Background: an optimization exercise with open tools, aiming at small area, a short achievable clock period and few clock cycles. Do not read the settings as production practice. Only simulation tests tie the RTL to the original design; equivalence was not proved. Power figures rest on the tool's default switching activity, not on a simulated workload.

==> flow/design.v <==
`timescale 1ns/100ps
module adder(a_i, b_i, c_i, s_o, c_o);
  parameter W = 32;
  input  [W-1:0] a_i;
  input  [W-1:0] b_i;
  input          c_i;
  output [W-1:0] s_o;
  output         c_o;
  reg [W-1:0] p, g, gn, pn;
  integer l, k, j;
  always @(*) begin
    p = a_i ^ b_i;
    g = a_i & b_i;
    g[0] = g[0] | (p[0] & c_i);    
    pn = p;
    for (l = 0; (1 << l) < W; l = l + 1) begin
      gn = g;
      for (k = 0; k < W; k = k + 1)
        if ((k >> l) & 1) begin
          j = ((k >> l) << l) - 1;
          gn[k] = g[k] | (pn[k] & g[j]);
        end
      for (k = W - 1; k >= 0; k = k - 1)
        if ((k >> l) & 1) begin
          j = ((k >> l) << l) - 1;
          pn[k] = pn[k] & pn[j];
        end
      g = gn;
    end
  end
  assign s_o = p ^ {g[W-2:0], c_i};
  assign c_o = g[W-1];
endmodule
`timescale 1ns/100ps
module CPU(clk_i, rst_n_i, ins_i, pc_o, data_from_mem_i, MEM_ctrl_o, mem_write_addr_o, mem_write_data_o);
  input clk_i;
  input rst_n_i;
  input [32 - 1:0] ins_i;
  input [32 - 1:0] data_from_mem_i;
  output [32 - 1:0] pc_o;
  output [2 - 1:0] MEM_ctrl_o;
  output [32 - 1:0] mem_write_addr_o;
  output [32 - 1:0] mem_write_data_o;
  integer i;
  reg        wb_rw, wb_lw, wb_sw;
  reg  [4:0] wb_dest;
  reg [31:0] wb_alu, wb_sd;
  wire [31:0] wb_res = wb_lw ? data_from_mem_i : wb_alu;
  reg [31:0] rf [1:31];
  reg  [31:0] pc;
  wire [31:0] pc1 = pc + 32'd1;
  wire [15:0] tgt_lo;
  wire        tgt_c;
  adder #(.W(16)) target_adder(.a_i(pc1[15:0]), .b_i(ins_i[15:0]), .c_i(1'b0), .s_o(tgt_lo), .c_o(tgt_c));
  wire [15:0] pc1_hi   = pc1[31:16];
  wire [15:0] pc1_hi_p = pc1_hi + 16'd1;
  wire [15:0] pc1_hi_m = ~((~pc1_hi) + 16'd1);
  wire [15:0] tgt_hi   = (tgt_c == ins_i[15]) ? pc1_hi : (tgt_c ? pc1_hi_p : pc1_hi_m);
  wire [31:0] if_target = {tgt_hi, tgt_lo};
  wire if_beq = (ins_i[31:26] == 6'b000100);
  wire if_j   = (ins_i[31:26] == 6'b000010);
  wire [4:0] if_rs = ins_i[25:21];
  wire [4:0] if_rt = ins_i[20:16];
  wire        mispredict;
  wire        stall;
  reg  [31:0] id_pc1;
  always @(posedge clk_i) begin
    if (~rst_n_i)        pc <= 32'd0;
    else if (mispredict) pc <= id_pc1;
    else if (stall)      pc <= pc;
    else if (if_beq)     pc <= if_target;
    else if (if_j)       pc <= {pc1[31:28], 2'b00, ins_i[25:0]};
    else                 pc <= pc1;
  end
  assign pc_o = pc;
  reg [31:0] rf_a, rf_b;
  always @(*) begin
    rf_a = 32'd0;
    rf_b = 32'd0;
    for (i = 1; i < 32; i = i + 1) begin
      rf_a = rf_a | ({32{if_rs == i}} & rf[i]);
      rf_b = rf_b | ({32{if_rt == i}} & rf[i]);
    end
  end
  wire byp_a = wb_rw & (wb_dest == if_rs);
  wire byp_b = wb_rw & (wb_dest == if_rt);
  wire [4:0] id_dest;
  wire       id_rw_go;
  wire nx_fwd_a = id_rw_go & (id_dest == if_rs);
  wire nx_fwd_b = id_rw_go & (id_dest == if_rt);
  wire id_lw_go;
  wire if_use_rt = (ins_i[31:26] == 6'b000000) | (ins_i[31:26] == 6'b101011) | if_beq;
  wire nx_lu = id_lw_go & ((nx_fwd_a & ~if_j) | (nx_fwd_b & if_use_rt));
  wire [5:0] if_op   = ins_i[31:26];
  wire [5:0] if_fn   = ins_i[5:0];
  wire       if_r    = (if_op == 6'b000000);
  wire       if_imm  = (if_op == 6'b001000) | (if_op == 6'b100011) | (if_op == 6'b101011);
  wire       f_slt   = if_fn[5] & if_fn[3];
  wire       f_log   = if_fn[5] & ~if_fn[3] & if_fn[2];
  wire       f_as    = if_fn[5] & ~if_fn[3] & ~if_fn[2];
  wire [6:0] if_ctl  = {if_imm,                           
                        if_r & (f_slt | (f_as & if_fn[1])),  
                        if_imm | (if_r & f_as),           
                        if_r & f_log & ~if_fn[0],         
                        if_r & f_log & if_fn[0],          
                        if_r & f_slt,                     
                        if_r & ~if_fn[5]};                
  reg        id_valid;
  reg  [6:0] id_ctl;
  reg [31:0] id_ins;
  reg [31:0] id_a, id_b;
  reg        id_fwd_a, id_fwd_b, id_lu;
  always @(posedge clk_i) begin
    id_valid <= rst_n_i & (stall | ~mispredict);
    if (stall) begin
      id_fwd_a <= 1'b0;
      id_fwd_b <= 1'b0;
      id_lu    <= 1'b0;
      id_a     <= id_fwd_a ? wb_res : id_a;
      id_b     <= id_fwd_b ? wb_res : id_b;
    end else begin
      id_ins   <= ins_i;
      id_ctl   <= if_ctl;
      id_pc1   <= pc1;
      id_fwd_a <= nx_fwd_a;
      id_fwd_b <= nx_fwd_b;
      id_lu    <= nx_lu;
      id_a     <= byp_a ? wb_res : rf_a;
      id_b     <= byp_b ? wb_res : rf_b;
    end
  end
  wire [5:0] id_op   = id_ins[31:26];
  wire [4:0] id_rt   = id_ins[20:16];
  wire [4:0] id_rd   = id_ins[15:11];
  wire [5:0] id_fn   = id_ins[5:0];
  wire       is_r    = (id_op == 6'b000000);
  wire       is_addi = (id_op == 6'b001000);
  wire       is_lw   = (id_op == 6'b100011);
  wire       is_sw   = (id_op == 6'b101011);
  wire       is_beq  = (id_op == 6'b000100);
  wire       is_imm  = is_addi | is_lw | is_sw;
  wire       id_go   = id_valid & rst_n_i;
  assign     id_dest  = is_r ? id_rd : id_rt;
  wire       id_rw    = (is_r | is_addi | is_lw) & (id_dest != 5'd0);
  assign     id_rw_go = id_go & id_rw;
  assign     id_lw_go = id_go & is_lw;
  assign     stall    = id_valid & id_lu;
  wire       b_imm    = id_ctl[6];
  wire       id_sub   = id_ctl[5];
  wire       sel_add  = id_ctl[4];
  wire       sel_and  = id_ctl[3];
  wire       sel_or   = id_ctl[2];
  wire       sel_slt  = id_ctl[1];
  wire       sel_shl  = id_ctl[0];
  wire [31:0] opa = id_fwd_a ? wb_alu : id_a;
  wire [31:0] opb = id_fwd_b ? wb_alu : id_b;
  wire [31:0] srcb = b_imm ? {{16{id_ins[15]}}, id_ins[15:0]} : opb;
  wire [31:0] sum;
  adder alu_adder(.a_i(opa), .b_i(srcb ^ {32{id_sub}}), .c_i(id_sub), .s_o(sum), .c_o());
  wire [31:0] shl  = (|opa[31:5]) ? 32'd0 : (opb << opa[4:0]);
  wire [31:0] alu  = ({32{sel_add}} & sum)
                   | ({32{sel_and}} & (opa & opb))
                   | ({32{sel_or}}  & (opa | opb))
                   | ({32{sel_slt}} & {31'd0, sum[31]})
                   | ({32{sel_shl}} & shl);
  assign mispredict = id_valid & ~id_lu & is_beq & (opa != opb);
  always @(posedge clk_i) begin
    wb_rw   <= id_rw_go & ~stall;
    wb_lw   <= id_lw_go & ~stall;
    wb_sw   <= id_go & is_sw & ~stall;
    wb_dest <= id_dest;
    wb_alu  <= alu;
    wb_sd   <= opb;
  end
  always @(posedge clk_i) begin
    for (i = 1; i < 32; i = i + 1)
      if (wb_rw && wb_dest == i) rf[i] <= wb_res;
  end
  assign MEM_ctrl_o       = {wb_sw, wb_lw};
  assign mem_write_addr_o = wb_alu;
  assign mem_write_data_o = wb_sd;
endmodule
==> flow/run.sh <==
#!/bin/bash
# synth_recipe.tcl (not shown) runs the flow's synth.tcl, then flattens the netlist and writes it again
# the make line also repeats each setting of config.mk as NAME=value (left out here)
make -C /OpenROAD-flow-scripts/flow DESIGN_CONFIG=/design/flow/config.mk WORK_HOME=/design/flow/orfs CLKGATE_MAP_FILE= SYNTH_SCRIPT=/design/flow/synth_recipe.tcl finish
==> flow/config.mk <==
export PLATFORM = sky130hd
export DESIGN_NAME = CPU
export DESIGN_NICKNAME = CPU
export VERILOG_FILES = /design/flow/design.v
export SDC_FILE = /design/flow/constraint.sdc
export NUM_CORES = 4
export LEC_CHECK = 0
export CAP_MARGIN = 20
export CORE_MARGIN = 2
export CORE_UTILIZATION = 40
export SETUP_SLACK_MARGIN = 5
export SLEW_MARGIN = 20
==> flow/constraint.sdc <==
create_clock -name core_clock -period 8.5 [get_ports {clk_i}]
set_input_delay 1.7000 -clock core_clock [delete_from_list [all_inputs] [get_ports {clk_i}]]
set_output_delay 1.7000 -clock core_clock [all_outputs]
set_load 0.01 [all_outputs]
==> results of run 1 <==
## synthesized netlist by cell type, types with 13 or more instances
cell type     n
nand2_1     132
inv_1       115
buf_1        39
xnor2_1      71
nand4_1     167
a221oi_1    249
and3_1       14
nor4_1       29
a21oi_1     157
nor2_1      268
a222oi_1     64
nor3_1       94
mux2_2       50
a22oi_1     409
ha_1        112
a31oi_1      13
a22o_1      246
edfxtp_1   1122
nand2b_1     20
mux2i_1     120
nand3_1     103
xor2_1       35
dfxtp_1     108
a211oi_1     24
clkbuf_1    266
o21ai_0     117
o221ai_1     17
o211ai_1     34
a21o_1       13
## where the power goes
group / internal [mW] / switching [mW] / total [mW] / leakage [nW]
clock network: 3.50 / 2.60 / 6.11 / 2.18
logic: 0.801 / 1.19 / 1.99 / 11.1
registers: 6.69 / 0.158 / 6.85 / 11.3
## registers in the layout, indices dropped and copies added (netlist names)
register	count
rf	992
id_a	32
id_b	32
id_pc1	32
pc	32
wb_alu	32
wb_sd	32
id_ins	27
id_ctl	7
wb_dest	5
id_fwd_a	1
id_fwd_b	1
id_lu	1
id_valid	1
wb_lw	1
wb_rw	1
wb_sw	1
## cells by family after synthesis
kind of cell	after synthesis	synth area share [%]
DFF	1230	62.43
AOI/OAI and AO/OA	1442	19.20
buffers and inverters	437	2.922
and+or+nand+nor	908	7.957
muxes	170	3.072
adders and majority gates	121	2.754
xor gates and xnor gates	107	1.665
## path summary, 6_finish.rpt
check             startpoint         end  slack, ns
setup / recovery    id_b[10]  wb_alu[17]       4.64
hold / removal         id_lu       wb_lw       0.50
setup reg to reg    id_b[10]  wb_alu[17]       4.64
hold reg to reg        id_lu       wb_lw       0.50
## metal layers
metal / track usage [%] / vias to the layer above / share of wire, %
met1: 45.21 / 24384 / 33
li1: - / 18975 / -
met5: 2.249 / - / 0.17
met4: 27.04 / 19 / 10
met2: 53.47 / 5899 / 40
met3: 17.27 / 1920 / 17
## through the flow
stage / cell area [µm²] / instances / worst slack, ns / utilization, % / hold slack, ns
after CTS: 69970 / 6749 / 4.712 / 48.88 / 0.4950
final: 71510 / 6844 / 4.644 / 49.96 / 0.4970
after global routing: 71500 / 6839 / 4.576 / 49.95 / 0.5161
after detailed placement: 62170 / 6300 / 3.076 / 43.44 / 0.4767
after global placement: 62170 / 6300 / 3.158 / 43.44 / 0.4815
after floorplan: 57800 / 4415 / 4.380 / - / 0.4190
## layout make-up
class | instances | area (µm²)
flip-flops and latches | 1230 | 36040
well taps | 1903 | 2381
diodes | 9 | 22.52
clock buffers | 161 | 3465
multi-input cells | 2750 | 22390
inverters | 119 | 481.7
fillers | 12059 | 71620
clock inverters | 83 | 1071
repair buffers | 589 | 5653
## what timing repair did
| item | 4_1_cts | 5_1_grt |
|---|---|---|
| gates cloned | 11 | 0 |
| pin swaps | 125 | 87 |
| gates resized for setup | 444 | 211 |
| setup endpoints to repair | 193 | 116 |
| buffers inserted | 194 | 86 |
| hold buffers | 0 | 0 |
==> results.json, run 1 <==
{
  "critPathMaxStageDelay_ns": 0.60,
  "grt_max_degree": 67,
  "clk_latency_ns": 0.82,
  "synth_top_area_share_pct": 58.67,
  "nets": 5009,
  "rsz0062_at_grt": "true",
  "grt_use_total_pct": 37.82,
  "yosysSeqAreaShare_pct": 62.43,
  "netlist_area_um2": 57430,
  "core-area_um2": 143100,
  "avgSynthCellArea_um2": 13.01,
  "drtAntennaViolNets": 0,
  "hpwl_mm": 153.5,
  "max_freq_mhz": 259.4,
  "placementRows": 139,
  "drive_above_1_share_pct": 22.75,
  "final_cell_mix": "1122 x edfxtp_1, 409 x a22oi_1, 328 x buf_4",
  "htree_levels": 4,
  "grt_pass1_wl_mm": 384.4,
  "startpoint_type": "register",
  "cts_tree": "built",
  "vias": 51197,
  "cts_sinks": 1230,
  "relSlewSlack_pct": 19.65,
  "antenna_found_initial": 11,
  "synth_edf_count": 1122,
  "worstSetupEndpointType": "register",
  "rr_worst_depth": 14,
  "critPathMaxFanout": 3,
  "tightest_slew_ns": 1.205,
  "portBuffers": 163,
  "p_leak_nw": 24.61,
  "min_period_ns": 3.856,
  "avgViaCountPerCell": 7.481,
  "ir_drop_v": 0.0002236,
  "initialDrtViolationCount": 12169,
  "arrival_ns": 4.52,
  "cts_root_buf": "clkbuf_16",
  "holdPathStages": 1,
  "dieArea_um2": 146600,
  "cts_made_buffers": 132,
  "syn-instance-count": 4415,
  "die_w_um": 382.9,
  "cpLargestDelayFamily": "compound AO/OA/AOI/OAI gates",
  "ys_ff_latch": 1230,
  "synth_warnings": 4,
  "final_common_cell": "edfxtp_1",
  "hp-class": "register to register",
  "path_clk_slew_ns": 0.07,
  "num_io_pins": 164,
  "max_cap_viol_count": 0,
  "slew_viol_final": 0,
  "initial_core_util_pct": 40.12,
  "crit_buf_inv": 0,
  "clockBufferDepth": 3,
  "area_delta_synth_final_pct": 24.52,
  "setup_viol": 0,
  "wl_per_cell_um": 42.03,
  "outcome": "complete, no violations",
  "synth_area_leaders": "edfxtp_1 59%, a22oi_1 5.3%, a221oi_1 3.8%",
  "worstSetupPathType": "register to register",
  "path_cells": "mux2_4 > mux2i_1 > xnor2_1 > ha_1 > and3_4 > or3b_4 > o21a_4 > o21ai_4 > a21oi_4 > fa_2 > xor2_2 > o221ai_2 > a21oi_1 > o21ai_1",
  "die_y_um": 382.9,
  "synth_fp_nets": 4602,
  "power.density_nw_per_um2": 208.9,
  "grt-ovfl-total": 0,
  "grt_pass1_vias": 47506,
  "wirelength_mm": 287.6,
  "tns_ns": 0,
  "first_pass_iters": 14,
  "synth-async-reset-ratio_pct": 0,
  "finalHoldViolations": 0,
  "clock_skew_ns": 0.03799,
  "crit_slowest_cell": "edfxtp_1",
  "crit_required_ns": 9.16,
  "place_congestion": 0.9776,
  "ys_types": 80,
  "synth_top_cell_by_area": "edfxtp_1",
  "drc": 0,
  "cp_num_cells": 14,
  "synth_ff_type": "edfxtp_1",
  "min_period_over_period_pct": 45.36,
  "p_total_mw": 14.94
}
Testbench counts, summed over its fixed seeds: cycles 112,057.
==> inputs of run 2 (changes only) <==
--- a/flow/config.mk
+++ b/flow/config.mk
@@ -7,6 +7,7 @@
 export LEC_CHECK = 0
 export CAP_MARGIN = 20
 export CORE_MARGIN = 2
-export CORE_UTILIZATION = 40
+export CORE_UTILIZATION = 30
 export SETUP_SLACK_MARGIN = 5
 export SLEW_MARGIN = 20
+export TNS_END_PERCENT = 5
==> results.json, run 2 <==
{
  "outcome": "complete, no violations",
  "synth_top_cell_by_area": "edfxtp_1",
  "startpoint_type": "register",
  "regMostFlops": "rf",
  "max_cap_viol_count": 0,
  "worstSetupPathType": "register to register",
  "rsz0062_at_grt": "true",
  "finalHoldViolations": 0,
  "final_common_cell": "edfxtp_1",
  "placementRows": 160,
  "min_period_ns": 3.982,
  "first_pass_iters": 20,
  "synth_ff_type": "edfxtp_1",
  "syn-instance-count": 4415,
  "grt-ovfl-total": 0,
  "synth.most_common_cell": "edfxtp_1",
  "drtAntennaViolNets": 0,
  "hp-class": "register to register",
  "synth_edf_count": 1122,
  "hpwl_mm": 156.2,
  "largest_reg_flops": 992,
  "tns_ns": 0,
  "wirelength_mm": 281.8,
  "wl_per_cell_um": 38.44,
  "busiest_layer": "met2",
  "power.density_nw_per_um2": 209.5,
  "vias": 49822,
  "num_io_pins": 164,
  "grt_pass1_vias": 46286,
  "relSlewSlack_pct": 23.95,
  "ir_drop_v": 0.0002140,
  "cts_sinks": 1230,
  "min_period_over_period_pct": 46.85,
  "clk_latency_ns": 0.80,
  "grt_max_degree": 72,
  "p_int_mw": 10.88,
  "antenna_found_initial": 10,
  "crit_required_ns": 9.14,
  "drive_above_1_share_pct": 17.77,
  "hold_ws_ns": 0.5017,
  "p_leak_nw": 23.35,
  "synth-async-reset-ratio_pct": 0,
  "switching_power_mw": 3.761,
  "critPathMaxFanout": 16,
  "die_y_um": 441.5,
  "clock_skew_ns": 0.04436,
  "final_cell_mix": "1122 x edfxtp_1, 409 x a22oi_1, 278 x buf_4",
  "max_freq_mhz": 251.1,
  "drc": 0,
  "initial_core_util_pct": 30.20,
  "synth_warnings": 4,
  "arrival_ns": 4.62,
  "ys_types": 80,
  "postCtsHoldBufs": 0,
  "pwr-share-clk_pct": 41.2,
  "grtUsageMet1_pct": 33.42,
  "p_seq_share_pct": 46.7,
  "ys_ff_latch": 1230,
  "swShare_pct": 25.68,
  "met2_usage_pct": 39.96,
  "worstSetupEndpointType": "register",
  "cts_made_buffers": 131,
  "place_congestion": 0.9776,
  "setup_viol": 0,
  "synth_common_cells": "1122 x edfxtp_1, 409 x a22oi_1, 268 x nor2_1, 266 x clkbuf_1, 249 x a221oi_1",
  "comb_power_share_pct": 12.0,
  "htree_levels": 4,
  "grt_pass1_wl_mm": 377.5,
  "yosysSeqAreaShare_pct": 62.43,
  "avgSynthCellArea_um2": 13.01,
  "portBuffers": 163,
  "dieArea_um2": 194900,
  "netlist_area_um2": 57430,
  "grt_use_total_pct": 27.78,
  "nets": 4902,
  "slew_viol_final": 0,
  "area_delta_synth_final_pct": 21.72,
  "synth_fp_nets": 4602,
  "synth_area_leaders": "edfxtp_1 59%, a22oi_1 5.3%, a221oi_1 3.8%",
  "met3_usage_pct": 12.41,
  "cts_root_buf": "clkbuf_16",
  "path_clk_slew_ns": 0.06,
  "core-area_um2": 190200,
  "avgViaCountPerCell": 6.795,
  "cts_tree": "built",
  "die_w_um": 441.5,
  "initialDrtViolationCount": 12721,
  "synth_top_area_share_pct": 58.67,
  "tightest_slew_ns": 1.141,
  "clockBufferDepth": 3
}
[run 2: cell counts after synthesis]
Identical to the previous run, type by type.
[run 2: power by group through the flow]
stage | combinational (mW) | sequential [mW] | clock, mW
final | 1.76 | 6.84 | 6.04
after global routing | 1.84 | 6.84 | 6.26
after CTS | 1.64 | 6.82 | 6.03
after detailed placement | 1.51 | 6.95 | 0
after global placement | 1.51 | 6.95 | 0
after floorplan | 0.908 | 6.87 | 0
[run 2: metrics by stage]
| stage | utilization [%] | cell area, µm² | worst slack, ns | power [mW] | cells |
|---|---|---|---|---|---|
| after global placement | 33.12 | 62990 | 3.007 | 8.455 | 6918 |
| after CTS | 36.37 | 69160 | 4.649 | 14.50 | 7264 |
| final | 36.75 | 69900 | 4.518 | 14.64 | 7332 |
| after detailed placement | 33.12 | 63000 | 3.015 | 8.462 | 6918 |
| after floorplan | - | 57570 | 4.377 | 7.783 | 4415 |
| after global routing | 36.75 | 69890 | 4.491 | 14.94 | 7329 |
[run 2: area by class of cell]
cell class | count | area (µm²)
Sequential cell | 1230 | 35900
Tap cell | 2511 | 3142
Timing Repair Buffer | 483 | 4364
Inverter | 119 | 462.9
Antenna cell | 5 | 12.51
Clock buffer | 158 | 3463
Clock inverter | 76 | 983.4
Multi-Input combinational cell | 2750 | 21570
Fill cell | 17980 | 120300
[run 2: what timing repair did]
action | in CTS | in global routing
cloned | 7 | 0
pin swaps | 69 | 44
endpoints found under the hold margin | 0 | 0
setup endpoints to repair | 185 | 178
gates resized for setup | 211 | 88
buffers inserted | 105 | 63
[run 2: cell families after synthesis]
kind of cell,count (synthesis),share of synthesized area (%)
buf+inv,437,2.922
fa+ha+maj,121,2.754
xor+xnor,107,1.665
simple gates,908,7.957
mux,170,3.072
compound gates,1442,19.20
flops,1230,62.43
[run 2: worst paths after layout]
path | slack, ns | startpoint | to | cells after the start
max | 4.52 | id_a[16] | pc[18] | 11
min | 0.50 | pc[9] | pc[9] | 2
max reg2reg | 4.52 | id_a[16] | pc[18] | 11
min reg2reg | 0.50 | pc[9] | pc[9] | 2
[run 2: critical path, stage by stage (launching register included)]
cell and delay [ns]:
edfxtp_1 0.56, mux2i_1 0.50, ha_1 0.36, nor4_2 0.45, nand4_1 0.39, nor2_4 0.36, nor2_1 0.14, buf_4 0.26
a221o_1 0.35, a21oi_1 0.22, a2bb2oi_1 0.20, nor2_1 0.05
[run 2: per-layer routing]
layer  vias up  part of all wire, %
li1      18730                    -
met1     23732                   34
met2      5597                   41
met3      1747                   17
met4        16                  9.0
met5         -                0.081
==> inputs of run 3 (changes only) <==
--- a/flow/config.mk
+++ b/flow/config.mk
@@ -8,6 +8,8 @@
 export CAP_MARGIN = 20
 export CORE_MARGIN = 2
 export CORE_UTILIZATION = 30
+export CTS_CLUSTER_DIAMETER = 100
+export CTS_CLUSTER_SIZE = 24
 export SETUP_SLACK_MARGIN = 5
 export SLEW_MARGIN = 20
 export TNS_END_PERCENT = 5
==> results.json, run 3 <==
{
  "wirelength_mm": 279.9,
  "avgViaCountPerCell": 6.905,
  "relSlewSlack_pct": 22.75,
  "ys_types": 80,
  "slew_viol_final": 0,
  "path_cells": "buf_12 > mux2i_1 > ha_1 > nor4_2 > nand4_1 > nor2_4 > nor2_1 > buf_4 > a221o_1 > a21oi_1 > a2bb2oi_1 > nor2_1",
  "placementRows": 160,
  "pwr-share-clk_pct": 27.7,
  "num_io_pins": 164,
  "nets": 4836,
  "max_cap_viol_count": 0,
  "clockBufferDepth": 3,
  "synth_top_cell_by_area": "edfxtp_1",
  "initialDrtViolationCount": 12343,
  "antenna_found_initial": 7,
  "drc": 0,
  "largest_reg_flops": 992,
  "grt_pass1_wl_mm": 374.7,
  "drtAntennaViolNets": 0,
  "grt_max_degree": 72,
  "grt_use_total_pct": 27.51,
  "worstSetupEndpointType": "register",
  "cts_made_buffers": 59,
  "syn-instance-count": 4415,
  "cpLargestDelayFamily": "simple AND/OR/NAND/NOR gates",
  "ir_drop_v": 0.0001796,
  "clk_latency_ns": 0.75,
  "final-seq-area_um2": 35900,
  "initial_core_util_pct": 30.20,
  "netlist_area_um2": 57430,
  "portBuffers": 163,
  "avgSynthCellArea_um2": 13.01,
  "first_pass_iters": 22,
  "comb_power_share_pct": 14.9,
  "min_period_ns": 3.924,
  "ys_ff_latch": 1230,
  "place_congestion": 0.9776,
  "rrSetupSlack_ns": 4.58,
  "fill_cells": 18227,
  "swShare_pct": 27.15,
  "regMostFlops": "rf",
  "synth-async-reset-ratio_pct": 0,
  "synth_ff_type": "edfxtp_1",
  "vias": 49609,
  "switching_power_mw": 3.229,
  "synth_area_leaders": "edfxtp_1 59%, a22oi_1 5.3%, a221oi_1 3.8%",
  "r2r_end": "pc[18]",
  "synth_warnings": 4,
  "p_seq_share_pct": 57.4,
  "placed_cells": 6918,
  "cp_common_cell": "nor2_1",
  "drive_above_1_share_pct": 15.71,
  "p_leak_nw": 22.01,
  "clock_skew_ns": 0.02364,
  "multiInputGateArea_um2": 21510,
  "tns_ns": 0,
  "rsz0062_at_grt": "true",
  "tightest_slew_ns": 1.159,
  "crit_required_ns": 9.11,
  "crit_slowest_cell": "mux2i_1",
  "grt_pass1_vias": 45577,
  "crit_start": "id_fwd_a",
  "synth.most_common_cell": "edfxtp_1",
  "synth_edf_count": 1122,
  "cts_root_buf": "clkbuf_16",
  "r2r_start": "id_fwd_a",
  "critPathMaxStageDelay_ns": 0.47,
  "core-area_um2": 190200,
  "whs_endpoint": "pc[5]",
  "synth_top_area_share_pct": 58.67,
  "power.density_nw_per_um2": 177.4,
  "worstSetupPathType": "register to register",
  "path_clk_slew_ns": 0.10,
  "die_y_um": 441.5,
  "dieArea_um2": 194900,
  "critPathMaxFanout": 16,
  "holdPathStages": 2,
  "synth_fp_nets": 4602,
  "rr_worst_depth": 12,
  "cts_tree": "built",
  "postCtsHoldBufs": 0,
  "grt-ovfl-total": 0,
  "area_delta_synth_final_pct": 16.76,
  "cts_sinks": 1230,
  "setup_viol": 0,
  "synth_common_cells": "1122 x edfxtp_1, 409 x a22oi_1, 268 x nor2_1, 266 x clkbuf_1, 249 x a221oi_1",
  "outcome": "complete, no violations",
  "crit_buf_inv": 2,
  "htree_levels": 2,
  "finalHoldViolations": 0,
  "min_period_over_period_pct": 46.16,
  "final_common_cell": "edfxtp_1",
  "hpwl_mm": 156.2,
  "wl_per_cell_um": 38.96,
  "die_w_um": 441.5,
  "yosysSeqAreaShare_pct": 62.43,
  "fin_cells": 7184,
  "final_cell_mix": "1122 x edfxtp_1, 409 x a22oi_1, 282 x buf_4",
  "startpoint_type": "register",
  "hp-class": "register to register",
  "max_freq_mhz": 254.8,
  "arrival_ns": 4.53,
  "p_int_mw": 8.666,
  "min_from": "pc[5]"
}
[run 3: area by class of cell]
type	instances	share of cell area [%]
timing repair buffer	489	6.518
sequential	1230	53.54
clock buffer	70	2.327
clock inverter	9	0.1455
tap	2511	4.685
antenna	6	0.02239
inverter	119	0.6904
multi-input combinational	2750	32.07
[run 3: power groups by stage]
stage	registers, mW	logic, mW	clock network [mW]
after global placement	6.95	1.51	0
final	6.83	1.77	3.29
after detailed placement	6.95	1.51	0
after CTS	6.82	1.66	3.28
after floorplan	6.87	0.908	0
after global routing	6.83	1.85	3.47
[run 3: worst reg2reg max path, stage by stage (launching register included)]
cell and delay (ns):
dfxtp_4 0.45, buf_12 0.18, mux2i_1 0.48, ha_1 0.35
nor4_2 0.43, nand4_1 0.36, nor2_4 0.33, nor2_1 0.15
buf_4 0.26, a221o_1 0.34, a21oi_1 0.21, a2bb2oi_1 0.20
nor2_1 0.05
[run 3: through the flow]
step / cell area (µm²) / total power, mW / hold WS, ns / util (%) / setup slack [ns]
floorplan: 57570 / 7.783 / 0.4190 / - / 4.377
finish: 67050 / 11.90 / 0.5029 / 35.26 / 4.576
global route: 67040 / 12.15 / 0.5284 / 35.25 / 4.482
CTS: 66330 / 11.76 / 0.5055 / 34.88 / 4.633
detailed placement: 63000 / 8.462 / 0.5013 / 33.12 / 3.015
global placement: 62990 / 8.455 / 0.4995 / 33.12 / 3.007
[run 3: worst max-delay path by stage]
stage                     slack [ns]  cells after the start        to
after floorplan                 4.38                     11    pc[27]
after global routing            4.48                     14    pc[18]
after CTS                       4.63                      9  id_b[24]
after global placement          3.01                      9   id_a[1]
after detailed placement        3.01                      9   id_a[1]
final                           4.58                     12    pc[18]
[run 3: logic make-up (layout without fill, tap and decap cells)]
group	after synthesis	after routing	synth area share (%)
AO/OA/AOI/OAI	1442	1442	19.20
XOR/XNOR	107	107	1.665
adder cells (fa/ha/maj)	121	121	2.754
buffers and inverters	437	687	2.922
flip-flops	1230	1230	62.43
multiplexers	170	170	3.072
other	0	6	0
AND/OR/NAND/NOR	908	910	7.957
[run 3: layer usage]
| layer | share of wire (%) | track usage, % | up-vias |
|---|---|---|---|
| met2 | 40 | 39.72 | 5562 |
| met1 | 33 | 33.39 | 23784 |
| met5 | 0.066 | 0 | - |
| met4 | 9.2 | 17.76 | 14 |
| li1 | - | - | 18483 |
| met3 | 17 | 11.92 | 1766 |
[run 3: repair_timing]
item                                   CTS  global route
pin swaps                               74            42
setup endpoints to repair              183           176
buffers inserted                       110            65
endpoints found under the hold margin    0             0
gates cloned                             6             0
resized for setup                      207            93
==> inputs of run 4 (changes only) <==
--- a/flow/config.mk
+++ b/flow/config.mk
@@ -7,9 +7,8 @@
 export LEC_CHECK = 0
 export CAP_MARGIN = 20
 export CORE_MARGIN = 2
-export CORE_UTILIZATION = 30
+export CORE_UTILIZATION = 40
 export CTS_CLUSTER_DIAMETER = 100
 export CTS_CLUSTER_SIZE = 24
 export SETUP_SLACK_MARGIN = 5
 export SLEW_MARGIN = 20
-export TNS_END_PERCENT = 5
==> results.json, run 4 <==
{
  "tns_ns": 0,
  "fin_cells": 6659,
  "grt_pass1_vias": 46803,
  "clock_skew_ns": 0.05633,
  "grt_pass1_wl_mm": 380.9,
  "ir_drop_v": 0.0001820,
  "slew_viol_final": 0,
  "drive_above_1_share_pct": 19.76,
  "cts_tree": "built",
  "antenna_found_initial": 6,
  "core-area_um2": 143100,
  "power.density_nw_per_um2": 178.3,
  "grt_max_degree": 67,
  "muxShareOfSynthArea_pct": 3.072,
  "synth_edf_count": 1122,
  "place_congestion": 0.9776,
  "dieArea_um2": 146600,
  "synth_common_cells": "1122 x edfxtp_1, 409 x a22oi_1, 268 x nor2_1, 266 x clkbuf_1, 249 x a221oi_1",
  "relSlewSlack_pct": 10.57,
  "min_period_over_period_pct": 45.32,
  "placementRows": 139,
  "r2r_end": "wb_alu[0]",
  "finalHoldViolations": 0,
  "drtAntennaViolNets": 0,
  "synth-async-reset-ratio_pct": 0,
  "drc": 0,
  "crit_required_ns": 9.19,
  "vias": 50362,
  "area_delta_synth_final_pct": 18.83,
  "synth_simple_gate_area_share_pct": 7.957,
  "startpoint_type": "register",
  "setup_viol": 0,
  "rrSetupSlack_ns": 4.65,
  "hp-class": "register to register",
  "avgSynthCellArea_um2": 13.01,
  "synth_fp_nets": 4602,
  "path_clk_slew_ns": 0.11,
  "yosysSeqAreaShare_pct": 62.43,
  "synth.most_common_cell": "edfxtp_1",
  "synthXorXnorAreaFrac_pct": 1.665,
  "first_pass_iters": 14,
  "worstSetupPathType": "register to register",
  "rr_worst_depth": 14,
  "wl_met3_mm": 49.00,
  "nets": 4903,
  "grt-ovfl-total": 0,
  "synth_top_area_share_pct": 58.67,
  "cts_sinks": 1230,
  "multiInputGateArea_um2": 22170,
  "synth_top_family_by_area": "compound AO/OA/AOI/OAI gates",
  "rsz0062_at_grt": "true",
  "arrival_ns": 4.54,
  "worstSetupEndpointType": "register",
  "synth_ff_type": "edfxtp_1",
  "netlist_area_um2": 57430,
  "clk_latency_ns": 0.79,
  "final_common_cell": "edfxtp_1",
  "placed_cells": 6300,
  "htree_levels": 2,
  "clockBufferDepth": 3,
  "wl_met2_mm": 113.9,
  "wl_met1_mm": 93.33,
  "final-seq-area_um2": 36020,
  "synth_compound_area_share_pct": 19.20,
  "wirelength_mm": 284.4,
  "hpwl_mm": 153.5,
  "syn-instance-count": 4415,
  "postCtsHoldBufs": 0,
  "routed.top_layer": "met5",
  "num_io_pins": 164,
  "wl_per_cell_um": 42.71,
  "largest_reg_flops": 992,
  "min_period_ns": 3.853,
  "avgViaCountPerCell": 7.563,
  "synth_warnings": 4,
  "cts_root_buf": "clkbuf_16",
  "synth_top_cell_by_area": "edfxtp_1",
  "cts_made_buffers": 61,
  "crit_end": "wb_alu[0]",
  "ys_ff_latch": 1230,
  "initialDrtViolationCount": 12546,
  "tightest_slew_ns": 1.340,
  "synth_fa_ha_area_share_pct": 2.754,
  "p_leak_nw": 22.87,
  "regMostFlops": "rf",
  "outcome": "complete, no violations",
  "die_w_um": 382.9,
  "max_freq_mhz": 259.6,
  "synth_area_leaders": "edfxtp_1 59%, a22oi_1 5.3%, a221oi_1 3.8%",
  "critPathMaxFanout": 4,
  "fill_cells": 12342,
  "initial_core_util_pct": 40.12,
  "portBuffers": 163,
  "final_cell_mix": "1122 x edfxtp_1, 409 x a22oi_1, 294 x buf_4",
  "max_cap_viol_count": 0,
  "crit_start": "id_b[10]",
  "die_y_um": 382.9,
  "grt_use_total_pct": 37.37,
  "ys_types": 80,
  "r2r_start": "id_b[10]"
}
## run 4: metrics by stage
step | utilization, % | hold slack (ns) | cell area, µm² | power, mW | setup slack [ns]
2_1_floorplan | - | 0.4190 | 57800 | 7.793 | 4.380
3_3_place_gp | 43.44 | 0.4815 | 62170 | 8.459 | 3.158
3_5_place_dp | 43.44 | 0.4767 | 62170 | 8.465 | 3.076
4_1_cts | 46.93 | 0.5047 | 67170 | 11.96 | 4.731
5_1_grt | 47.66 | 0.5360 | 68220 | 12.41 | 4.588
6_report | 47.68 | 0.5031 | 68240 | 12.16 | 4.647
## run 4: area by class of cell
class,instances,share of cell area [%]
sequential,1230,52.79
multi-input combinational,2751,32.48
timing repair buffer,553,7.886
tap,1903,3.489
clock buffer,77,2.340
inverter,119,0.6986
clock inverter,13,0.2677
antenna,13,0.04767
## run 4: kinds of logic after synthesis
| group | Yosys count |
|---|---|
| muxes | 170 |
| xor gates and xnor gates | 107 |
| AOI/OAI and AO/OA | 1442 |
| buffers and inverters | 437 |
| and+or+nand+nor | 908 |
| adders and majority gates | 121 |
| DFF | 1230 |
## run 4: power by group
part	internal, mW	switching, mW	total (mW)
logic	0.744	1.15	1.89
registers	6.68	0.156	6.84
clock network	1.36	2.07	3.43
total	8.79	3.38	12.2
## run 4: worst min-delay path by stage
stage                          from   endpoint  slack (ns)  depth (start not counted)
after CTS                     id_lu      wb_lw        0.50                          1
after floorplan           id_ctl[1]  wb_alu[0]        0.42                          1
after global routing          id_lu      wb_lw        0.54                          1
final                         id_lu      wb_lw        0.50                          1
after detailed placement      id_lu      wb_lw        0.48                          1
after global placement        id_lu      wb_lw        0.48                          1
## run 4: timing repair
item / in CTS / in global routing
buffers inserted: 188 / 57
pin swaps: 116 / 81
cloned: 11 / 0
resized for setup: 420 / 156
endpoints found under the setup margin: 183 / 122
## run 4: per-layer routing
metal	track usage [%]	up-vias
met5	1.356	-
met2	52.98	5721
met4	25.82	19
met3	16.92	1793
li1	-	18647
met1	45.07	24182
## run 4: worst max-delay path: stages (launching register included)
cell and delay, ns:
edfxtp_1 0.59, mux2_4 0.36, mux2i_1 0.16, xnor2_1 0.11
ha_1 0.35, and3_1 0.17, or3b_4 0.39, o21a_4 0.28
buf_4 0.15, o31ai_4 0.29, a21boi_2 0.13, or3_1 0.38
nand4_1 0.11, buf_6 0.15, a21o_1 0.14
==> inputs of run 5 (changes only) <==
--- a/flow/config.mk
+++ b/flow/config.mk
@@ -7,8 +7,9 @@
 export LEC_CHECK = 0
 export CAP_MARGIN = 20
 export CORE_MARGIN = 2
-export CORE_UTILIZATION = 40
+export CORE_UTILIZATION = 30
 export CTS_CLUSTER_DIAMETER = 100
-export CTS_CLUSTER_SIZE = 24
+export CTS_CLUSTER_SIZE = 18
 export SETUP_SLACK_MARGIN = 5
 export SLEW_MARGIN = 20
+export TNS_END_PERCENT = 5
==> results.json, run 5 <==
{
  "placementRows": 160,
  "final_cell_mix": "1122 x edfxtp_1, 409 x a22oi_1, 269 x buf_4",
  "relSlewSlack_pct": 22.16,
  "clockBufferDepth": 3,
  "yosysSeqAreaShare_pct": 62.43,
  "area_delta_synth_final_pct": 17.62,
  "multiInputGateArea_um2": 21610,
  "final-seq-area_um2": 35900,
  "grt_pass1_vias": 45672,
  "die_w_um": 441.5,
  "ir_drop_v": 0.0001659,
  "largest_reg_flops": 992,
  "outcome": "complete, no violations",
  "r2r_start": "id_fwd_a",
  "syn-instance-count": 4415,
  "synth-async-reset-ratio_pct": 0,
  "met2_usage_pct": 39.70,
  "cts_tree": "built",
  "initialDrtViolationCount": 12702,
  "dieArea_um2": 194900,
  "crit_required_ns": 8.93,
  "worstSetupEndpointType": "register",
  "grt-ovfl-total": 0,
  "p_leak_nw": 22.22,
  "tns_ns": 0,
  "clk_latency_ns": 0.74,
  "path_clk_slew_ns": 0.09,
  "ys_types": 80,
  "first_pass_iters": 14,
  "fin_cells": 7192,
  "cp_common_cell": "buf_4",
  "synth_fp_nets": 4602,
  "synth_edf_count": 1122,
  "antenna_found_initial": 7,
  "die_y_um": 441.5,
  "final_common_cell": "edfxtp_1",
  "critPathMaxFanout": 21,
  "drive_above_1_share_pct": 16.00,
  "regMostFlops": "rf",
  "worstSetupPathType": "input pin to register",
  "nets": 4830,
  "power.density_nw_per_um2": 185.1,
  "portBuffers": 163,
  "num_io_pins": 164,
  "synth_warnings": 4,
  "tightest_slew_ns": 1.168,
  "hpwl_mm": 156.2,
  "slew_viol_final": 0,
  "ys_ff_latch": 1230,
  "whs_endpoint": "pc[6]",
  "drtAntennaViolNets": 0,
  "synth_area_leaders": "edfxtp_1 59%, a22oi_1 5.3%, a221oi_1 3.8%",
  "synth_ff_type": "edfxtp_1",
  "grtUsageMet1_pct": 33.63,
  "grt_use_total_pct": 27.64,
  "p_total_mw": 12.51,
  "min_from": "pc[6]",
  "rsz0062_at_grt": "true",
  "cts_sinks": 1230,
  "wl_per_cell_um": 39.04,
  "startpoint_type": "input pin",
  "crit_start": "ins_i[24]",
  "wirelength_mm": 280.8,
  "htree_levels": 3,
  "netlist_area_um2": 57430,
  "placed_cells": 6918,
  "rrSetupSlack_ns": 4.62,
  "setup_viol": 0,
  "arrival_ns": 4.44,
  "vias": 49584,
  "core-area_um2": 190200,
  "synth.most_common_cell": "edfxtp_1",
  "avgSynthCellArea_um2": 13.01,
  "min_period_ns": 4.015,
  "r2r_end": "pc[18]",
  "crit_slowest_cell": "nor3_2",
  "grt_max_degree": 72,
  "grt_pass1_wl_mm": 375.7,
  "finalHoldViolations": 0,
  "place_congestion": 0.9776,
  "busiest_layer": "met2",
  "path_cells": "clkdlybuf4s15_2 > nand3b_1 > buf_4 > buf_4 > nor2_4 > buf_4 > buf_4 > a221oi_1 > nand4_1 > nor3_2 > a21oi_1",
  "max_cap_viol_count": 0,
  "drc": 0,
  "min_period_over_period_pct": 47.23,
  "initial_core_util_pct": 30.20,
  "critPathMaxStageDelay_ns": 0.45,
  "cts_root_buf": "clkbuf_16",
  "postCtsHoldBufs": 0,
  "hp-class": "register to register",
  "synth_top_area_share_pct": 58.67,
  "synth_common_cells": "1122 x edfxtp_1, 409 x a22oi_1, 268 x nor2_1, 266 x clkbuf_1, 249 x a221oi_1",
  "synth_top_cell_by_area": "edfxtp_1",
  "clock_skew_ns": 0.04935,
  "rr_worst_depth": 13,
  "cts_made_buffers": 79,
  "avgViaCountPerCell": 6.894,
  "hold_ws_ns": 0.5021,
  "met3_usage_pct": 11.63,
  "max_freq_mhz": 249.1,
  "fill_cells": 18190,
  "holdPathStages": 2
}
## run 5: layer usage
layer  up-vias  wire length, µm  share of wire (%)
li1      18493                -                  -
met1     23662            94420                 34
met2      5607           113100                 40
met3      1810            46670                 17
met4        12            26440                9.4
met5         -              136              0.048
## run 5: metrics by stage
step,area [µm²],setup WS (ns),utilization [%]
floorplan,57570,4.377,-
global placement,62990,3.007,33.12
detailed placement,63000,3.015,33.12
CTS,66940,4.652,35.20
global route,67520,4.544,35.51
finish,67550,4.485,35.52
## run 5: worst max-delay path by stage
stage	to	slack (ns)
finish	id_a[1]	4.49
global route	wb_alu[16]	4.54
CTS	wb_alu[16]	4.65
detailed placement	id_a[1]	3.01
global placement	id_a[1]	3.01
floorplan	pc[27]	4.38
## run 5: cell type report
type                            instances  share of cell area [%]
Inverter                              119                  0.6854
Timing Repair Buffer                  463                   6.176
Antenna cell                           11                 0.04075
Sequential cell                      1230                   53.15
Multi-Input combinational cell       2750                   31.99
Clock inverter                          6                 0.09447
Clock buffer                          102                   3.212
Tap cell                             2511                   4.651
## run 5: critical path: cells and delay by family
kind / cells / cell delay, ns
and+or+nand+nor: 4 / 0.85
AOI/OAI and AO/OA: 2 / 0.48
buffers and inverters: 5 / 1.36
## run 5: what timing repair did
| action | in CTS | in global routing |
|---|---|---|
| buffers inserted | 108 | 41 |
| endpoints found under the hold margin | 0 | 0 |
| resized for setup | 211 | 83 |
| pin swaps | 62 | 44 |
| endpoints found under the setup margin | 177 | 176 |
| cloned | 6 | 0 |
## run 5: kinds of logic after synthesis
kind of cell	share of synthesized area (%)
and+or+nand+nor	7.957
muxes	3.072
adders and majority gates	2.754
DFF	62.43
buffers and inverters	2.922
xor gates and xnor gates	1.665
AOI/OAI and AO/OA	19.20
## run 5: power breakdown
part           leakage, nW  switching, mW  internal [mW]  total (mW)
Clock                 1.09           2.11           1.79        3.91
Sequential            11.3          0.145           6.69        6.83
Combinational         9.84           1.11          0.660        1.77
Total                 22.2           3.36           9.14        12.5
==> inputs of run 6 (changes only) <==
==> flow/flow/run.sh (new file) <==
#!/bin/bash
# The standard layout, with the ports buffered by a plain buffer cell
# instead of the delay cell buffer_ports picks by default.
set -euo pipefail
export BUFFER_PORTS_ARGS="-buffer_cell sky130_fd_sc_hd__buf_2"
bash standard.sh > standard_flow.log 2>&1
==> flow/standard.sh (new file) <==
#!/bin/bash
# synth_recipe.tcl (not shown) runs the flow's synth.tcl, then flattens the netlist and writes it again
# the make line also repeats each setting of config.mk as NAME=value (left out here)
make -C /OpenROAD-flow-scripts/flow DESIGN_CONFIG=/design/flow/config.mk WORK_HOME=/design/flow/orfs CLKGATE_MAP_FILE= SYNTH_SCRIPT=/design/flow/synth_recipe.tcl "${@:-finish}"
--- a/flow/config.mk
+++ b/flow/config.mk
@@ -8,8 +8,6 @@
 export CAP_MARGIN = 20
 export CORE_MARGIN = 2
 export CORE_UTILIZATION = 30
-export CTS_CLUSTER_DIAMETER = 100
-export CTS_CLUSTER_SIZE = 18
 export SETUP_SLACK_MARGIN = 5
 export SLEW_MARGIN = 20
 export TNS_END_PERCENT = 5
removed: flow/run.sh
==> results.json, run 6 <==
{
  "clock_skew_ns": 0.04450,
  "synth-async-reset-ratio_pct": 0,
  "num_io_pins": 164,
  "antenna_found_initial": 7,
  "clk_latency_ns": 0.81,
  "r2r_end": "wb_alu[16]",
  "yosysSeqAreaShare_pct": 62.43,
  "cts_sinks": 1230,
  "nets": 4893,
  "tightest_slew_ns": 1.221,
  "grt-ovfl-total": 0,
  "relSlewSlack_pct": 18.57,
  "netlist_area_um2": 57430,
  "rr_worst_depth": 15,
  "synth_top_cell_by_area": "edfxtp_1",
  "arrival_ns": 4.77,
  "synth.most_common_cell": "edfxtp_1",
  "largest_reg_flops": 992,
  "syn-instance-count": 4415,
  "drc": 0,
  "placementRows": 160,
  "area_delta_synth_final_pct": 19.90,
  "htree_levels": 4,
  "multiInputGateArea_um2": 21510,
  "grt_pass1_vias": 45762,
  "synth_area_leaders": "edfxtp_1 59%, a22oi_1 5.3%, a221oi_1 3.8%",
  "wl_met2_mm": 114.1,
  "ys_ff_latch": 1230,
  "synth_top_area_share_pct": 58.67,
  "min_period_over_period_pct": 48.79,
  "max_cap_viol_count": 0,
  "final_common_cell": "edfxtp_1",
  "min_from": "pc[6]",
  "slew_viol_final": 0,
  "synth_ff_type": "edfxtp_1",
  "path_clk_slew_ns": 0.06,
  "initial_core_util_pct": 30.20,
  "postCtsHoldBufs": 0,
  "cts_tree": "built",
  "routed.top_layer": "met5",
  "wl_met3_mm": 47.22,
  "hp-class": "register to register",
  "worstSetupPathType": "input pin to register",
  "min_period_ns": 4.147,
  "clockBufferDepth": 3,
  "wl_met1_mm": 92.82,
  "whs_endpoint": "pc[6]",
  "portBuffers": 163,
  "cts_made_buffers": 132,
  "hpwl_mm": 155.3,
  "holdPathStages": 2,
  "fill_cells": 18118,
  "grt_pass1_wl_mm": 373.4,
  "regMostFlops": "rf",
  "place_congestion": 0.9979,
  "dieArea_um2": 194900,
  "p_total_mw": 14.41,
  "synth_edf_count": 1122,
  "grt_use_total_pct": 27.41,
  "wl_per_cell_um": 38.23,
  "ys_types": 80,
  "r2r_start": "id_fwd_b",
  "crit_required_ns": 9.12,
  "rsz0062_at_grt": "true",
  "p_leak_nw": 23.39,
  "synth_common_cells": "1122 x edfxtp_1, 409 x a22oi_1, 268 x nor2_1, 266 x clkbuf_1, 249 x a221oi_1",
  "wirelength_mm": 279.9,
  "drive_above_1_share_pct": 20.89,
  "final_cell_mix": "1122 x edfxtp_1, 409 x a22oi_1, 275 x buf_4",
  "final-seq-area_um2": 35900,
  "first_pass_iters": 15,
  "avgSynthCellArea_um2": 13.01,
  "max_freq_mhz": 241.1,
  "initialDrtViolationCount": 12509,
  "worstSetupEndpointType": "register",
  "startpoint_type": "input pin",
  "tns_ns": 0,
  "core-area_um2": 190200,
  "cts_root_buf": "clkbuf_16",
  "die_w_um": 441.5,
  "synth_warnings": 4,
  "outcome": "complete, no violations",
  "drtAntennaViolNets": 0,
  "finalHoldViolations": 0,
  "ir_drop_v": 0.0001642,
  "critPathMaxFanout": 13,
  "power.density_nw_per_um2": 209.2,
  "rrSetupSlack_ns": 4.62,
  "vias": 49655,
  "synth_fp_nets": 4602,
  "grt_max_degree": 65,
  "die_y_um": 441.5,
  "avgViaCountPerCell": 6.781,
  "setup_viol": 0
}
==> run 6: cell count changes in the layout (fill, tap and decap cells not counted), moves of 7 or more <==
cell             change
clkinv_1            +13
clkdlybuf4s15_2     -10
bufinv_16            +8
o21ai_0              -7
buf_2              +160
diode_2              -9
clkbuf_16           +49
clkinv_2            +22
clkinvlp_4           +7
clkinv_16            +7
clkdlybuf4s50_1    -137
mux2i_1              +8
==> run 6: worst max-delay path: stages <==
cell,delay [ns]
buf_2,0.23
or3_1,0.54
nor2_4,0.57
buf_4,0.45
buf_4,0.39
a22o_1,0.19
a221oi_1,0.04
nand4_1,0.19
nor3_1,0.12
a21oi_1,0.30
==> run 6: repair_timing <==
item                       in CTS  in global routing
setup buffers                  83                 81
cloned                          7                  2
resized for setup             147                 85
pin swaps                      45                 52
setup endpoints to repair     130                124
==> run 6: worst max path at each step <==
stage	from	end	cells past startpoint	slack, ns
finish	ins_i[24]	id_a[20]	10	4.35
global route	id_fwd_b	wb_alu[16]	16	4.53
CTS	ins_i[25]	id_a[27]	9	4.60
detailed placement	id_fwd_a	wb_alu[16]	15	3.14
global placement	id_fwd_a	pc[20]	12	3.09
floorplan	ins_i[0]	pc[27]	11	4.38
==> run 6: logic make-up (layout without fill, tap and decap cells) <==
| family | Yosys count | after routing | synth area share, % |
|---|---|---|---|
| multiplexers | 170 | 171 | 3.072 |
| flip-flops | 1230 | 1230 | 62.43 |
| AND/OR/NAND/NOR | 908 | 910 | 7.957 |
| adder cells (fa/ha/maj) | 121 | 121 | 2.754 |
| AO/OA/AOI/OAI | 1442 | 1442 | 19.20 |
| other | 0 | 2 | 0 |
| XOR/XNOR | 107 | 107 | 1.665 |
| buffers and inverters | 437 | 829 | 2.922 |
==> run 6: area by class of cell <==
class	instances	share of cell area [%]
Inverter	119	0.6923
Clock inverter	78	1.312
Sequential cell	1230	52.14
Antenna cell	2	0.007268
Tap cell	2511	4.563
Multi-Input combinational cell	2751	31.24
Timing Repair Buffer	472	5.055
Clock buffer	160	4.999
==> run 6: power breakdown <==
group / total [mW] / switching, mW / internal (mW)
logic: 1.72 / 1.12 / 0.606
registers: 6.82 / 0.126 / 6.69
clock network: 5.86 / 2.65 / 3.21
==> run 6: through the flow <==
stage / setup slack, ns / hold slack [ns] / area (µm²) / util, % / cells
floorplan: 4.377 / 0.4190 / 57570 / - / 4415
global placement: 3.090 / 0.5004 / 62040 / 32.62 / 6909
detailed placement: 3.136 / 0.4988 / 62080 / 32.64 / 6910
CTS: 4.604 / 0.4958 / 67840 / 35.67 / 7238
global route: 4.533 / 0.5169 / 68850 / 36.20 / 7321
finish: 4.353 / 0.5015 / 68860 / 36.21 / 7323
==> run 6: routing by layer <==
layer | vias up | track usage, %
li1 | 18694 | -
met3 | 1671 | 12.37
met5 | - | 0.3666
met1 | 23751 | 32.70
met4 | 19 | 17.93
met2 | 5520 | 39.72
==> inputs of run 7 (changes only) <==
--- a/flow/config.mk
+++ b/flow/config.mk
@@ -8,6 +8,8 @@
 export CAP_MARGIN = 20
 export CORE_MARGIN = 2
 export CORE_UTILIZATION = 30
+export CTS_CLUSTER_DIAMETER = 100
+export CTS_CLUSTER_SIZE = 24
 export SETUP_SLACK_MARGIN = 5
 export SLEW_MARGIN = 20
 export TNS_END_PERCENT = 5
==> results.json, run 7 <==
{
  "outcome": "complete, no violations",
  "met3_usage_pct": 11.74,
  "min_period_ns": 4.240,
  "cts_root_buf": "clkbuf_16",
  "arrival_ns": 4.79,
  "p_int_mw": 8.632,
  "crit_slowest_cell": "nor2_4",
  "ys_types": 80,
  "ir_drop_v": 0.0001495,
  "first_pass_iters": 15,
  "placed_cells": 6910,
  "syn-instance-count": 4415,
  "grt_pass1_vias": 45050,
  "yosysSeqAreaShare_pct": 62.43,
  "grt_pass1_wl_mm": 370.4,
  "hp-class": "register to register",
  "vias": 48999,
  "slew_viol_final": 0,
  "max_freq_mhz": 235.8,
  "pwr-share-clk_pct": 28.3,
  "wirelength_mm": 277.5,
  "max_cap_viol_count": 0,
  "cts_made_buffers": 60,
  "comb_power_share_pct": 14.6,
  "synth_edf_count": 1122,
  "setup_viol": 0,
  "portBuffers": 163,
  "synth_warnings": 4,
  "postCtsHoldBufs": 0,
  "drive_above_1_share_pct": 18.01,
  "avgSynthCellArea_um2": 13.01,
  "crit_required_ns": 9.05,
  "tightest_slew_ns": 1.226,
  "met2_usage_pct": 39.33,
  "netlist_area_um2": 57430,
  "area_delta_synth_final_pct": 15.07,
  "dp_slack_ns": 3.136,
  "path_clk_slew_ns": 0.10,
  "synth.most_common_cell": "edfxtp_1",
  "finalHoldViolations": 0,
  "initial_core_util_pct": 30.20,
  "wl_per_cell_um": 38.76,
  "antenna_found_initial": 12,
  "synth_top_cell_by_area": "edfxtp_1",
  "grtUsageMet1_pct": 32.60,
  "dpl_cell_area_um2": 62080,
  "fin_cells": 7160,
  "placementRows": 160,
  "critPathMaxFanout": 15,
  "relSlewSlack_pct": 18.24,
  "min_period_over_period_pct": 49.88,
  "rrSetupSlack_ns": 4.56,
  "crit_buf_inv": 3,
  "die_w_um": 441.5,
  "clk_latency_ns": 0.79,
  "ys_ff_latch": 1230,
  "cts_sinks": 1230,
  "synth_area_leaders": "edfxtp_1 59%, a22oi_1 5.3%, a221oi_1 3.8%",
  "finalWorstSetupSlack_ns": 4.260,
  "regMostFlops": "rf",
  "largest_reg_flops": 992,
  "dieArea_um2": 194900,
  "cts_tree": "built",
  "clockBufferDepth": 3,
  "synth_common_cells": "1122 x edfxtp_1, 409 x a22oi_1, 268 x nor2_1, 266 x clkbuf_1, 249 x a221oi_1",
  "synth_fp_nets": 4602,
  "place_congestion": 0.9979,
  "initialDrtViolationCount": 12582,
  "cp_common_cell": "buf_4",
  "power.density_nw_per_um2": 180.4,
  "core-area_um2": 190200,
  "p_seq_share_pct": 57.1,
  "startpoint_type": "input pin",
  "busiest_layer": "met2",
  "fin_util_pct": 34.75,
  "switching_power_mw": 3.292,
  "cpLargestDelayFamily": "simple AND/OR/NAND/NOR gates",
  "synth_top_area_share_pct": 58.67,
  "clock_skew_ns": 0.04362,
  "grt-ovfl-total": 0,
  "worstSetupPathType": "input pin to register",
  "final_common_cell": "edfxtp_1",
  "worstSetupEndpointType": "register",
  "die_y_um": 441.5,
  "grt_max_degree": 65,
  "htree_levels": 2,
  "drc": 0,
  "avgViaCountPerCell": 6.843,
  "hpwl_mm": 155.3,
  "final_cell_mix": "1122 x edfxtp_1, 409 x a22oi_1, 250 x buf_4",
  "num_io_pins": 164,
  "swShare_pct": 27.61,
  "synth_ff_type": "edfxtp_1",
  "grt_use_total_pct": 27.14,
  "drtAntennaViolNets": 0,
  "nets": 4811,
  "synth-async-reset-ratio_pct": 0,
  "tns_ns": 0,
  "path_cells": "buf_2 > or3b_2 > nor2_4 > buf_4 > buf_4 > a22oi_1 > nand4_1 > nor3_1 > a21oi_1",
  "critPathMaxStageDelay_ns": 0.65,
  "finish.instance_area_um2": 66080,
  "p_leak_nw": 22.05,
  "rsz0062_at_grt": "true"
}
-- run 7: cell count changes in the layout (fill, tap and decap cells not counted), moves of 5 or more --
| cell | delta |
|---|---|
| buf_6 | +7 |
| clkbuf_1 | -18 |
| clkinv_2 | -22 |
| inv_2 | -5 |
| clkinv_4 | -6 |
| buf_4 | -25 |
| inv_1 | +5 |
| bufinv_16 | -8 |
| diode_2 | +5 |
| clkbuf_16 | -72 |
| clkinv_1 | -12 |
| inv_16 | -5 |
| clkinvlp_4 | -5 |
-- run 7: stage by stage --
stage | hold WS (ns) | total power, mW
floorplan | 0.4190 | 7.783
global placement | 0.5004 | 8.400
detailed placement | 0.4988 | 8.408
CTS | 0.5034 | 11.77
global route | 0.5268 | 12.18
finish | 0.5091 | 11.92
-- run 7: logic make-up after synthesis --
logic type | count (synthesis) | synth area share, %
DFF | 1230 | 62.43
and+or+nand+nor | 908 | 7.957
buffers and inverters | 437 | 2.922
AOI/OAI and AO/OA | 1442 | 19.20
adders and majority gates | 121 | 2.754
muxes | 170 | 3.072
xor gates and xnor gates | 107 | 1.665
-- run 7: timing repair --
item / 4_1_cts / 5_1_grt
setup buffers: 97 / 55
pin swaps: 44 / 33
gates resized for setup: 144 / 59
cloned: 7 / 4
setup endpoints to repair: 130 / 127
-- run 7: final timing paths --
check / from / endpoint / cells after the start
setup / recovery: ins_i[23] / id_a[28] / 9
hold / removal: pc[4] / pc[4] / 2
setup reg to reg: id_fwd_b / wb_alu[16] / 16
hold reg to reg: pc[4] / pc[4] / 2
-- run 7: power by group through the flow --
| stage | Sequential [mW] | Combinational, mW | Clock (mW) |
|---|---|---|---|
| 2_1_floorplan | 6.87 | 0.908 | 0 |
| 3_3_place_gp | 6.93 | 1.47 | 0 |
| 3_5_place_dp | 6.93 | 1.48 | 0 |
| 4_1_cts | 6.80 | 1.62 | 3.35 |
| 5_1_grt | 6.81 | 1.82 | 3.55 |
| 6_report | 6.81 | 1.74 | 3.37 |
-- run 7: worst min-delay path, stage by stage (launching register included) --
cell and delay, ns:
dfxtp_4 0.38, nand2_1 0.06, a21oi_1 0.05
-- run 7: area by class of cell --
class / count / area, µm²
Fill cell: 18366 / 124100
Sequential cell: 1230 / 35900
Multi-Input combinational cell: 2753 / 21330
Timing Repair Buffer: 460 / 3482
Tap cell: 2511 / 3142
Clock buffer: 67 / 1549
Inverter: 119 / 476.7
Clock inverter: 13 / 186.4
Antenna cell: 7 / 17.52
-- run 7: per-layer routing --
| layer | wire length [µm] | up-vias |
|---|---|---|
| met1 | 92270 | 23510 |
| met4 | 25500 | 18 |
| li1 | - | 18434 |
| met5 | 275 | - |
| met3 | 46400 | 1659 |
| met2 | 113100 | 5378 |

==> static timing again, ports no longer ideal <==
How much do the figures lean on ideal ports? The routed layouts below were timed once more, with nothing changed but the port constraints. Step 1 sets driving cells, clkbuf_16 on the clock port and buf_2 on the other inputs (assumed; they add their load-dependent delay and slew). Step 2 moves the port delays by t, midway between the first and last clock arrival at a register: inputs arrive t later, outputs are due t later. That takes back most of the time a late clock gives input paths. a / b / c = ideal / step 1 / step 2; a / b = the first two.
run	t, ns	slack for setup (ns)	latest minus earliest clock arrival (ns)
run 1	0.874	4.644 / 4.644 / 3.897	0.039 / 0.040
run 2	0.854	4.518 / 4.518 / 3.827	0.044 / 0.044
run 3	0.829	4.576 / 4.564 / 3.851	0.027 / 0.027
run 4	0.849	4.647 / 4.647 / 3.947	0.060 / 0.060
run 5	0.799	4.485 / 4.500 / 3.701	0.050 / 0.050
run 6	0.879	4.353 / 4.408 / 3.530	0.055 / 0.055
run 7	0.849	4.260 / 4.310 / 3.461	0.055 / 0.056
After both steps setup and hold are still met in every run listed. The setup slack of run 6, which loses most, moves by +0.055 ns with the drivers and by -0.823 ns with both steps.
